From an optimization exercise on the open Yosys and OpenROAD flow, aimed at small area, a short achievable clock period and few clock cycles per item; shortcuts taken in it are not production practice. No functional check of the RTL was part of this run. Power is estimated from default activity; no workload was simulated.

==> flow/design.v <==
module division(input clk, input rst, input start, input [31:0] dividendo, divisor,
                output [31:0] cociente, residuo, output done);
reg [15:0] rem;       
reg [16:0] dv;        
reg [15:0] quo;       
reg        busy, done_r;
wire [15:0] n_in = dividendo[15:0];
wire [15:0] d_in = divisor[15:0];
wire [16:0] m2;
assign m2[0] = 1'b1;
genvar i, t;
generate for (i = 1; i < 17; i = i + 1) begin : g_m2
  assign m2[i] = |n_in[15:i-1];
end endgenerate
wire [9:0] tt;
assign tt[0] = 1'b1;
assign tt[9] = 1'b0;
generate for (t = 1; t < 9; t = t + 1) begin : g_tt
  wire [32:0] sd = {17'd0, d_in} << (2 * t);
  assign tt[t] = ~|(sd & ~{16'd0, m2});
end endgenerate
wire [8:0] sel = tt[8:0] & ~tt[9:1];
reg [16:0] dv0;
integer k;
always @* begin
  dv0 = 17'd0;
  for (k = 0; k < 9; k = k + 1)
    dv0 = dv0 | ({17{sel[k]}} & ({1'b0, d_in} << (2 * k)));
end
wire [15:0] mark;
generate for (t = 0; t < 8; t = t + 1) begin : g_mark
  assign mark[15 - 2*t] = 1'b0;
  assign mark[14 - 2*t] = sel[t + 1];
end endgenerate
wire        ge1 = ~dv[16] && (rem >= dv[15:0]);
wire [15:0] r1  = ge1 ? rem - dv[15:0] : rem;
wire        ge2 = (r1 >= dv[16:1]);
wire [15:0] r2  = ge2 ? r1 - dv[16:1] : r1;
always @(posedge clk) begin
  done_r <= 1'b0;
  if (rst) begin
    busy <= 1'b0;
  end else if (!busy) begin
    if (start) begin
      if (sel[0])
        done_r <= 1'b1;
      else
        busy <= 1'b1;
    end
  end else if (quo[14]) begin
    busy   <= 1'b0;
    done_r <= 1'b1;
  end
end
always @(posedge clk) begin
  if (!busy) begin
    rem <= n_in;
    dv  <= dv0;
    quo <= mark;
  end else begin
    rem <= r2;
    dv  <= {2'b0, dv[16:2]};
    quo <= {quo[13:0], ge1, ge2};
  end
end
assign cociente = {16'd0, quo[14:0], ge1};
assign residuo  = {17'd0, r1[14:0]};
assign done     = done_r;
endmodule
==> flow/flow/run.sh <==
#!/bin/bash
# The standard layout (standard.sh) with three changes to how it is made:
# - synthesis maps with ABC on a delay-targeted, area-recovering script
#   (flow/abc_custom.script) and without the adder cell step;
# - ports are buffered with the smallest buffer;
# - repair_timing aims at setup margin 4 ns.
# Each ORFS step keeps its own log under orfs/logs; make's output goes to standard.log.
set -euo pipefail
F=$(pwd)/flow
bash standard.sh SETUP_SLACK_MARGIN=4 "BUFFER_PORTS_ARGS=-buffer_cell sky130_fd_sc_hd__buf_1" ADDER_MAP_FILE= SYNTH_SCRIPT=$F/synth_custom.tcl CUSTOM_ABC_SCRIPT=$F/abc_custom.script CTS_BUF_LIST=sky130_fd_sc_hd__clkbuf_8 finish > standard.log 2>&1
==> flow/flow/abc_custom.script <==
strash
dch
map -D 2500
topo
stime -c
buffer -c
upsize -c -D 2500
dnsize -c -D 2500
==> flow/flow/synth_custom.tcl <==
# The standard flow's synthesis script (ORFS synthesis without the fsm and share passes,
# flattened, function nets renamed), with ABC run on a delay-targeted
# area-recovering script instead of the default one.
proc synth {args} { yosys synth -nofsm -noshare {*}$args }
proc abc {args} {
  set i [lsearch -exact $args -script]
  if { $i >= 0 } {
    set args [lreplace $args [expr {$i + 1}] [expr {$i + 1}] $::env(CUSTOM_ABC_SCRIPT)]
  }
  yosys abc {*}$args
}
source $::env(SCRIPTS_DIR)/synth.tcl
# left out here: clear keep_hierarchy, flatten, clean up, hide names made inside functions, write 1_2_yosys.v
==> flow/standard.sh <==
#!/bin/bash
# synth_recipe.tcl (not shown) runs the flow's synth.tcl, then flattens the netlist and writes it again
# the make line also repeats each setting of config.mk as NAME=value (left out here)
make -C /OpenROAD-flow-scripts/flow DESIGN_CONFIG=/design/flow/config.mk WORK_HOME=/design/flow/orfs CLKGATE_MAP_FILE= SYNTH_SCRIPT=/design/flow/synth_recipe.tcl "${@:-finish}"
==> flow/config.mk <==
export PLATFORM = sky130hd
export DESIGN_NAME = division
export DESIGN_NICKNAME = division
export VERILOG_FILES = /design/flow/design.v
export SDC_FILE = /design/flow/constraint.sdc
export NUM_CORES = 4
export LEC_CHECK = 0
export CAP_MARGIN = 20
export CORE_MARGIN = 2
export CORE_UTILIZATION = 40
export PLACE_DENSITY = 0.6
export SETUP_SLACK_MARGIN = 4
export SLEW_MARGIN = 20
==> flow/constraint.sdc <==
create_clock -name core_clock -period 10.0 [get_ports {clk}]
set_input_delay 2.0000 -clock core_clock [delete_from_list [all_inputs] [get_ports {clk}]]
set_output_delay 2.0000 -clock core_clock [all_outputs]
set_load 0.01 [all_outputs]
==> notes.md <==
run status=timing/DRC/antenna clean; Max Slew Vio Count=0; initial antenna violation count=0; maximum VDD drop=0.0000597 V; CTS Sinks=50; H-tree lvl count=2; hold path depth=2; flops & latches, synth=50; WHS Endpoint=cociente[8]$_SDFF_PN0_; Final nets=885; Top Ports=132; Post-route DRC=0; die area=13000 µm²; gr usage total=0.233; post-route ant nets=0; worst r2r src=dv[7]$_DFF_P_; gr ovfl total=0; Mapped Area=4850 µm²; hold wc startpoint=cociente[6]$_SDFF_PN0_; ANT cells=0; minimum clock period=5.56 ns; # hold bufs at CTS=0; worst slew pin tran=0.980 ns; worst path arrival time=5.73 ns; number of synthesized flops with an enable pin=0; post-layout util=0.433; P_leak=roughly 2.1 nW; Vias=5318; Syn Area/Cell=6.34 µm²; Routed Wire Length=~15000 µm; Reg clk slew, reported paths=0.10 ns; initial core utilization=0.407; Primary FF master, synth=dfxtp_1; Die W=114 µm; ys async rst share=0; worst hold slack=between 0.4 and 0.5 ns; largest net degree at the start of global routing=50; Worst Setup End Kind=register; R2R setup slack=just over 5 ns; number of I/O port buffers=66; # setup viols final=0; Max Cap Viol=0; Initial DRT Pass Iterations=5; Area Growth Syn to Fin=6.24%; Worst Path Required=10.16 ns; first-pass GRT wire length=24300 µm; FP Rows=40; Final Hold Fails=0; startpoint types=input pin; P per Cell Area=approximately 210 nW/µm²; final RePlAce weighted congestion=0.956; FMAX=180 MHz; initial DRC count=326; clk buf depth=2; crit path max fanout=10; Reg2Reg Depth=17; Num CTS Buffers=5; Hold Crit Class=register to register; Die Y-Extent=114 µm; WL/cell=15.7 µm; sequential-to-total area share from yosys stat=0.206; Fin Setup TNS=0 ns; Layout fillers=1321; hpwl dp=11900 µm; Ys Warns=1; Worst Skew=between 0.01 and 0.015 ns; Core ar.=11900 µm²; share of layout cells above drive strength 1=0.104; number of global-route vias before repair=about 4900; worst setup path class=input pin to register; Slew HR=0.347; Final period util=0.556; RSZ-0062 raised after global routing=no; r2r endpoint=rem[7]$_DFF_P_; post-DR vias/cell=approximately 5.5; CTS tree=yes; CTS root buf=clkbuf_8; Cells after Synth=765; library cells used by synthesis=60; clk latency of the worst-skew pair=0.32 ns
==> layout by cell type (no fill, tap or decap), types with 3 or more instances in the layout <==
cell type    n
nor2_4       7
a21oi_1     49
nor4_1      12
buf_4        5
o21a_1       3
o21bai_1     4
a32oi_1      4
o21ai_2     11
nor2_2       8
o21a_2       5
nor2_1     118
o22ai_2      4
o2111ai_1    4
o22ai_1     31
dfxtp_1     49
o221ai_1    13
nand4_1      3
nand3_1     20
o21ai_1     27
xnor2_1      9
o21ai_0     35
a31oi_1      3
inv_2       18
o31ai_1      3
o211ai_1     5
xor2_1      11
a221oi_1     6
a21o_1       3
nand2_2      7
or2_1        4
clkbuf_8     6
buf_1       66
nand2_1     98
a22oi_1      4
conb_1      33
inv_1       86
nor3_1      12
clkinv_1     3
==> registers in the layout, indices dropped and copies added, names as in the netlist <==
signal,cells
busy,1
cociente,15
done_r,1
dv,17
rem,16
==> cells in the mapped netlist, types with 3 or more instances <==
cell type	number	area [µm²]
o22ai_2	4	50.1
nor2_1	118	443
clkinv_1	3	11.3
clkbuf_1	14	52.6
buf_2	3	15.0
or2_1	4	25.0
o21ai_2	11	96.3
nor3_1	12	60.1
xor2_1	11	96.3
o21a_1	3	22.5
inv_2	18	67.6
a221oi_1	6	52.6
xnor2_1	9	78.8
nor2_4	7	78.8
nor4_1	12	75.1
o21a_2	5	43.8
o211ai_1	5	37.5
inv_1	85	319
o21ai_1	27	135
o2111ai_1	4	35.0
o21bai_1	4	30.0
o31ai_1	3	22.5
o21ai_0	35	175
a31oi_1	3	18.8
a21oi_1	49	245
nand2_1	100	375
dfxtp_1	50	1000
buf_4	34	255
a22oi_1	4	30.0
nand4_1	3	18.8
nand2_2	5	31.3
nand3_1	20	100
buf_6	5	56.3
o22ai_1	31	194
nor2_2	8	50.1
a21o_1	3	22.5
o221ai_1	13	114
a32oi_1	4	35.0
==> worst max-delay path by stage <==
stage,start,endpoint,slack (ns),cells past startpoint
finish,dividendo[15],dv[16]$_SDFF_PP0_,4.44,24
global route,dividendo[15],dv[12]$_DFF_P_,4.03,24
CTS,dividendo[15],dv[12]$_DFF_P_,4.24,24
detailed placement,dividendo[15],dv[16]$_SDFF_PP0_,3.90,24
global placement,dividendo[15],dv[16]$_SDFF_PP0_,3.86,24
floorplan,dividendo[15],dv[16]$_SDFF_PP0_,5.04,23
==> worst max-delay path: stages <==
cell	delay (ns)
buf_1	0.19
nor2_1	0.16
inv_2	0.10
nor2_1	0.12
inv_2	0.10
nor2_1	0.24
inv_2	0.11
nor2_1	0.13
inv_1	0.13
nor2_1	0.23
nand2_2	0.20
nor3_4	0.22
nand2_1	0.12
o22ai_1	0.12
a21o_1	0.11
nor4_1	0.06
nand2_2	0.23
inv_2	0.16
nand2_1	0.24
o22ai_1	0.10
a221oi_1	0.23
o221ai_1	0.18
a21oi_1	0.15
a21oi_1	0.08
==> stage by stage <==
| stage | std cells | total power, W | area, µm² | worst slack [ns] |
|---|---|---|---|---|
| final | 966 | 0.00110 | 5150 | 4.44 |
| after global routing | 966 | 0.00121 | 5150 | 4.03 |
| after CTS | 963 | 0.00110 | 5120 | 4.24 |
| after detailed placement | 955 | 0.000974 | 5020 | 3.90 |
| after global placement | 955 | 0.000975 | 5020 | 3.86 |
| after floorplan | 797 | 0.000847 | 4970 | 5.04 |
==> kinds of logic (layout without fill, tap and decap cells) <==
group,after synthesis,after routing,synth area share
AND/OR/NAND/NOR,298,298,0.274
AO/OA/AOI/OAI,233,233,0.320
buffers and inverters,163,185,0.163
flip-flops,50,50,0.206
XOR/XNOR,20,20,0.0361
other,1,33,0.000773
==> cell type report <==
cell class                      instances  area [µm²]  area share
Sequential cell                        50        1000       0.194
Tap cell                              147         184      0.0357
Timing Repair Buffer                   71         285      0.0554
Inverter                              106         398      0.0772
Clock inverter                          2        12.5     0.00243
Clock buffer                            6        82.6      0.0160
Multi-Input combinational cell        584        3190       0.619
==> per-layer routing <==
| metal | global-route usage | up-vias | wire length [µm] |
|---|---|---|---|
| met5 | 0 | - | 0 |
| met4 | 0.0951 | 0 | 427 |
| met3 | 0.0249 | 39 | 1230 |
| met2 | 0.370 | 234 | 6640 |
| met1 | 0.324 | 2382 | 6860 |
| li1 | - | 2663 | - |
==> power breakdown <==
group / total, W / internal (W) / leakage (nW) / switching, W
logic: 0.000728 / 0.000244 / 1.66 / 0.000484
registers: 0.000249 / 0.000223 / 0.416 / 0.0000258
clock network: 0.000128 / 0.0000563 / 0.0530 / 0.0000717
==> repair_timing <==
action                     4_1_cts  5_1_grt
gates resized for setup          0        3
setup endpoints to repair        0        9
setup buffers                    0        3

-- port drivers added, routing unchanged --
In the flow no input, the clock included, has a driving cell. The finished layout below was timed again as built, in two steps.
Step 1 assumes that a clkbuf_16 drives the clock port and a buf_2 every other input.
Step 2 times the ports against the registers' clock, not the clock port: input delays grow and output delays shrink by t, the midpoint of the rising clock arrivals with the driver on.
a / b / c = ideal ports / drivers / drivers and shift; a / b = the first two.
t, ns: 0.349
slack for setup (ns): 4.437 / 4.448 / 4.099
worst setup path after step 2: input to register
slew at the worst register clock pin (ns): 0.10 / 0.10
After both steps setup and hold are still met in this run. For this run, drivers alone change the setup slack by +0.011 ns; drivers and shift together by -0.338 ns.
